Context: an optimization exercise on an open-source flow, tuned for small area, a short achievable clock period and few clock cycles. The choices shown serve that exercise and are no tape-out recipe.
In this exercise RTL edits were held to simulation tests only and were not proved equivalent to the original.
Power and IR drop assume default switching activity.

==> design/flow/config.mk <==
export PLATFORM = sky130hd
export DESIGN_NAME = fact_machine_wrapper
export DESIGN_NICKNAME = fact_machine_wrapper
export VERILOG_FILES = /design/flow/design.v
export SDC_FILE = /design/flow/constraint.sdc
export NUM_CORES = 4
export LEC_CHECK = 0
export CAP_MARGIN = 20
export CORE_MARGIN = 2
export CORE_UTILIZATION = 40
export SLEW_MARGIN = 20
==> design/flow/constraint.sdc <==
create_clock -name core_clock -period 5.0 [get_ports {clk}]
set_input_delay 1.0000 -clock core_clock [delete_from_list [all_inputs] [get_ports {clk}]]
set_output_delay 1.0000 -clock core_clock [all_outputs]
set_load 0.01 [all_outputs]
==> design/flow/run.sh <==
#!/bin/bash
# synth_recipe.tcl (not shown) runs the flow's synth.tcl, then flattens the netlist and writes it again
# the make line also repeats each setting of config.mk as NAME=value (left out here)
make -C /OpenROAD-flow-scripts/flow DESIGN_CONFIG=/design/flow/config.mk WORK_HOME=/design/flow/orfs CLKGATE_MAP_FILE= SYNTH_SCRIPT=/design/flow/synth_recipe.tcl finish
==> design/flow/design.v <==
module fact_machine_wrapper(
    input logic rst, go, clk,
    input logic [31:0] n,
    output logic [31:0] result,
    output logic done
    );
    logic       busy;    
    logic [5:0] code;    
    function automatic logic [31:0] fact_rom(input logic [5:0] c);
        case (c)
            6'd0: fact_rom = 32'h00000001;
            6'd1: fact_rom = 32'h00000001;
            6'd2: fact_rom = 32'h00000002;
            6'd3: fact_rom = 32'h00000006;
            6'd4: fact_rom = 32'h00000018;
            6'd5: fact_rom = 32'h00000078;
            6'd6: fact_rom = 32'h000002d0;
            6'd7: fact_rom = 32'h000013b0;
            6'd8: fact_rom = 32'h00009d80;
            6'd9: fact_rom = 32'h00058980;
            6'd10: fact_rom = 32'h00375f00;
            6'd11: fact_rom = 32'h02611500;
            6'd12: fact_rom = 32'h1c8cfc00;
            6'd13: fact_rom = 32'h7328cc00;
            6'd14: fact_rom = 32'h4c3b2800;
            6'd15: fact_rom = 32'h77775800;
            6'd16: fact_rom = 32'h77758000;
            6'd17: fact_rom = 32'heecd8000;
            6'd18: fact_rom = 32'hca730000;
            6'd19: fact_rom = 32'h06890000;
            6'd20: fact_rom = 32'h82b40000;
            6'd21: fact_rom = 32'hb8c40000;
            6'd22: fact_rom = 32'he0d80000;
            6'd23: fact_rom = 32'h33680000;
            6'd24: fact_rom = 32'hd1c00000;
            6'd25: fact_rom = 32'h7bc00000;
            6'd26: fact_rom = 32'h91800000;
            6'd27: fact_rom = 32'h58800000;
            6'd28: fact_rom = 32'hae000000;
            6'd29: fact_rom = 32'hb6000000;
            6'd30: fact_rom = 32'h54000000;
            6'd31: fact_rom = 32'h2c000000;
            6'd32: fact_rom = 32'h80000000;
            6'd33: fact_rom = 32'h80000000;
            default: fact_rom = 32'h00000000;
        endcase
    endfunction
    always_ff @(posedge clk) begin
        if (rst) begin
            busy <= 1'b0;
            done <= 1'b0;
        end else begin
            busy <= go;
            done <= ~go & (done | busy);
        end
    end
    always_ff @(posedge clk) begin
        if (go)
            code <= n[5:0] | {6{|n[31:6]}};
    end
    assign result = fact_rom(code);
endmodule
==> results.txt <==
==> per-stage QoR <==
| step | hold WS, ns | util (%) |
|---|---|---|
| 5_1_grt | 0.5288 | 59.58 |
| 4_1_cts | 0.4891 | 59.58 |
| 6_report | 0.4855 | 59.58 |
| 3_5_place_dp | 0.4748 | 57.17 |
| 3_3_place_gp | 0.4758 | 57.17 |
| 2_1_floorplan | 0.4526 | - |
==> layout make-up <==
class,count,area share (%)
clock buffers,5,2.446
well taps,67,2.979
repair buffers,74,25.70
clock inverters,3,1.601
multi-input cells,151,36.15
flip-flops and latches,40,30.59
inverters,4,0.5336
==> routing by layer <==
layer	part of all wire, %	global-route usage [%]	up-vias
li1	-	-	914
met1	49	28.50	831
met2	46	27.38	50
met3	4.5	4.201	2
met4	0.54	5.859	0
met5	0	0	-
==> cell usage after synthesis (all sizes together) (2+ instances only) <==
cell type / n / share of area (%)
nor4: 6 / 1.9
a211oi: 6 / 2.3
inv: 4 / 0.76
edfxtp: 6 / 9.2
o21ai: 7 / 1.8
or4: 3 / 1.5
a2bb2oi: 2 / 1.2
a32o: 2 / 1.0
o22ai: 4 / 1.3
clkbuf: 5 / 0.96
nor2: 25 / 4.8
buf: 8 / 2.6
nand3b: 5 / 1.9
a21oi: 11 / 3.0
dfxtp: 34 / 35
a32oi: 2 / 0.89
nand2: 17 / 3.3
nor3: 7 / 2.4
o32ai: 7 / 4.8
or3: 3 / 1.2
o31ai: 2 / 0.76
ha: 8 / 5.1
nand3: 5 / 1.3
o32a: 3 / 1.5
nand2b: 9 / 2.9
==> worst max path at each step <==
stage / slack (ns) / cells after the start / end
finish: 1.10 / 9 / result[25]
global route: 0.86 / 9 / result[25]
CTS: 1.14 / 9 / result[25]
detailed placement: 0.83 / 9 / result[25]
global placement: 0.87 / 9 / result[30]
floorplan: 1.40 / 10 / result[27]
==> report_power, final <==
group	internal [µW]	leakage (µW)	switching, µW
combinational	64.2	0.000609	59.1
clock	151	0.0000591	114
sequential	337	0.000337	3.89
==> layout by cell type, fill, tap and decap left out, types with 3 or more instances in the layout <==
| cell type | n |
|---|---|
| nor2_1 | 25 |
| inv_1 | 3 |
| clkdlybuf4s50_1 | 67 |
| nor4_1 | 6 |
| a211oi_1 | 6 |
| nand3b_1 | 5 |
| edfxtp_1 | 6 |
| nand2_1 | 17 |
| o21ai_0 | 7 |
| a21oi_1 | 10 |
| o32a_1 | 3 |
| o32ai_1 | 4 |
| nand3_1 | 5 |
| buf_4 | 7 |
| nor3_1 | 6 |
| dfxtp_1 | 34 |
| o22ai_1 | 4 |
| clkbuf_8 | 5 |
| nand2b_1 | 9 |
| ha_1 | 8 |
==> cell families after synthesis <==
family	Yosys count
fa+ha+maj	8
mux	2
flops	40
buf+inv	17
simple gates	86
xor+xnor	1
compound gates	54
==> state kept, by name (all words and copies together) (netlist names) <==
signal,count
result,32
code,6
busy,1
done,1
==> worst reg2reg max path: stages, from the launching register on <==
cell,delay [ns]
edfxtp_1,0.41
o32ai_4,0.33
inv_2,0.25
ha_1,0.37
nand3_1,0.14
o21ai_0,0.11
o32ai_1,0.25
==> summary.md <==
| Metric | Value |
|---|---|
| Drc violations | `0` |
| Via count | `around 1.8k` |
| Top Ports | `68` |
| Crit path cell chain | `clkdlybuf4s50_1 > or4_4 > or2_1 > o32ai_1 > inv_1 > ha_1 > nor2_1 > o21ai_0 > a32o_1` |
| Die width | `between 70 and 80 µm` |
| Yosys cell types | `52` |
| Setup TNS | `0 ns` |
| CTS tree | `done` |
| Netlist area before placement | `0.001963 mm²` |
| Worst Setup SP | `n[6]` |
| Class of the worst hold path | `flip-flop to flip-flop` |
| Post-DRT Antenna Nets | `0` |
| Worst r2r dst | `result[30]` |
| Final WS setup | `1.097 ns` |
| Share of layout cells above drive strength 1 | `9.386%` |
| Nets@finish | `319` |
| CP Capture Type | `flip-flop` |
| Area of the multi-input gates | `0.001017 mm²` |
| Vias in the first global route | `approximately 1.6k` |
| Initial antenna violation count | `0` |
| Hold Startpoint | `done` |
| P_leak | `0.001005 µW` |
| Post-CTS sizing | `0` |
| DP HPWL | `3690 µm` |
| Xor and xnor area share after synthesis | `less than 1%` |
| CP arrival | `4.09 ns` |
| Crit path largest cell delay | `~0.60 ns` |
| Total power draw | `729.3 µW` |
| R2r setup slk | `3.05 ns` |
| Area added between synthesis and finish | `43.34%` |
| Routed wire length | `4958 µm` |
| Pre-CTS WS | `0.8319 ns` |
| WL/cell | `14.41 µm` |
| R2r worst-path depth | `6` |
| # port buffers | `67` |
| Largest family of logic cells by synthesized area | `simple AND/OR/NAND/NOR gates` |
| Layout Skew | `0.01109 ns` |
| Register area | `~860 µm²` |
| Final Cell Area | `0.002814 mm²` |
| Avg Cell Area, Syn | `9.438 µm²` |
| Die area | `~0.0055 mm²` |
| Layout fillers | `445` |
| Synth Area in Simple Gates | `23.20%` |
| Clk root buf | `clkbuf_8` |
| Longest Clk Path Bufs | `2` |
| # setup viols final | `0` |
| Via-to-Cell Ratio | `5.224` |
| Max Clk Rate | `256.2 MHz` |
| Max transition margin | `53.49%` |
| Peak supply drop | `0.0001610 V` |
| Num rows | `25` |
| EDFF count, synth | `6` |
| Gr usage total | `19.09%` |
| Share of flip-flops with an asynchronous set or reset | `0%` |
| Max-cap violations | `0` |
| Inst Count DP | `336` |
| Syn_nets | `around 250` |
| Tightest Pin Transition | `0.6967 ns` |
| Starting DRT DRC Count | `between 100 and 150` |
| Compound-Gate Fraction of Synth Area | `a little over a fifth` |
| Hold_buf cts | `0` |
| Period utilization | `78.06%` |
| Worst skew pair latency | `a little under 0.3 ns` |
| Total grt overflow | `0` |
| Mux cell area share after synthesis | `1.083%` |
| Final Non-Filler Cells | `344` |
| Dpl cell area | `0.002700 mm²` |
| Seq cells post-synth | `40` |
| # H-tree levels | `2` |
| Initial core utilization | `41.56%` |
| CP Launch Type | `input pin` |
| Hold endpoint | `done` |
| Drt pass-1 iters | `5` |
| Pin count of the biggest net entering global routing | `27` |
| Placer congestion estimate | `0.9023` |
| Adder-cell share of the synthesized area | `5.099%` |
| Status | `timing/DRC/antenna clean` |
| PwrDens | `~260 mW/mm²` |
| Num CTS Buffers | `5` |
| Min Tclk post-route | `slightly below 4 ns` |
| Synth Flop Type | `dfxtp_1` |
| Antenna diodes | `0` |
| Ys Warns | `1` |
| Register area share after synthesis | `43.85%` |
| CTS clk-pin slew, worst paths | `0.08 ns` |
| Unrepaired setup endpoints after global routing | `false` |
| Area of the core | `0.004723 mm²` |
| Gate count after technology mapping | `208` |
| Max-slew violation total from the final report | `0` |
| CP Data Required Time | `5.19 ns` |
| WP buf/inv | `2` |
| Die Y | `74.06 µm` |
| Largest fanout on the critical path | `10` |
| CP top delay family | `simple AND/OR/NAND/NOR gates` |
| Worst r2r src | `code[1]` |
| Clock sink count | `40` |
| Hold depth | `2` |
| Setup repair bufs after CTS | `0` |
| CP max-delay cell | `o32ai_1` |
| Setup CP Type | `input pin to flip-flop` |
| First-pass GRT wire length | `about 8000 µm` |
| Final Hold Viols | `0` |
Testbench counts, summed over its fixed seeds: cycles 960.

==> separate check: timing with driven ports <==
Ports are ideal in the flow. The routed layout listed here was re-timed in OpenROAD. Step 1 (the two cells are an assumption about what drives the block):
set clk [get_ports {clk}]
set_driving_cell -lib_cell sky130_fd_sc_hd__clkbuf_16 $clk
set_driving_cell -lib_cell sky130_fd_sc_hd__buf_2 [delete_from_list [all_inputs] $clk]
Step 2 adds t to the input delays and takes it off the output delays; t is the mean of the earliest and latest rising clock arrival at the registers after step 1. Input paths then give back, and output paths get back, about the clock's delay inside the block. Slacks: no drivers / after step 1 / after step 2; pairs: no drivers / after step 1.
t, ns: 0.314
slack for setup (ns): 1.097 / 1.092 / 0.778
slew at the worst register clock pin (ns): 0.09 / 0.09
pins driven straight from the clock port: 1
After both steps this run still meets setup and hold. The setup slack of this run moves by -0.005 ns with the drivers and by -0.319 ns with both steps.
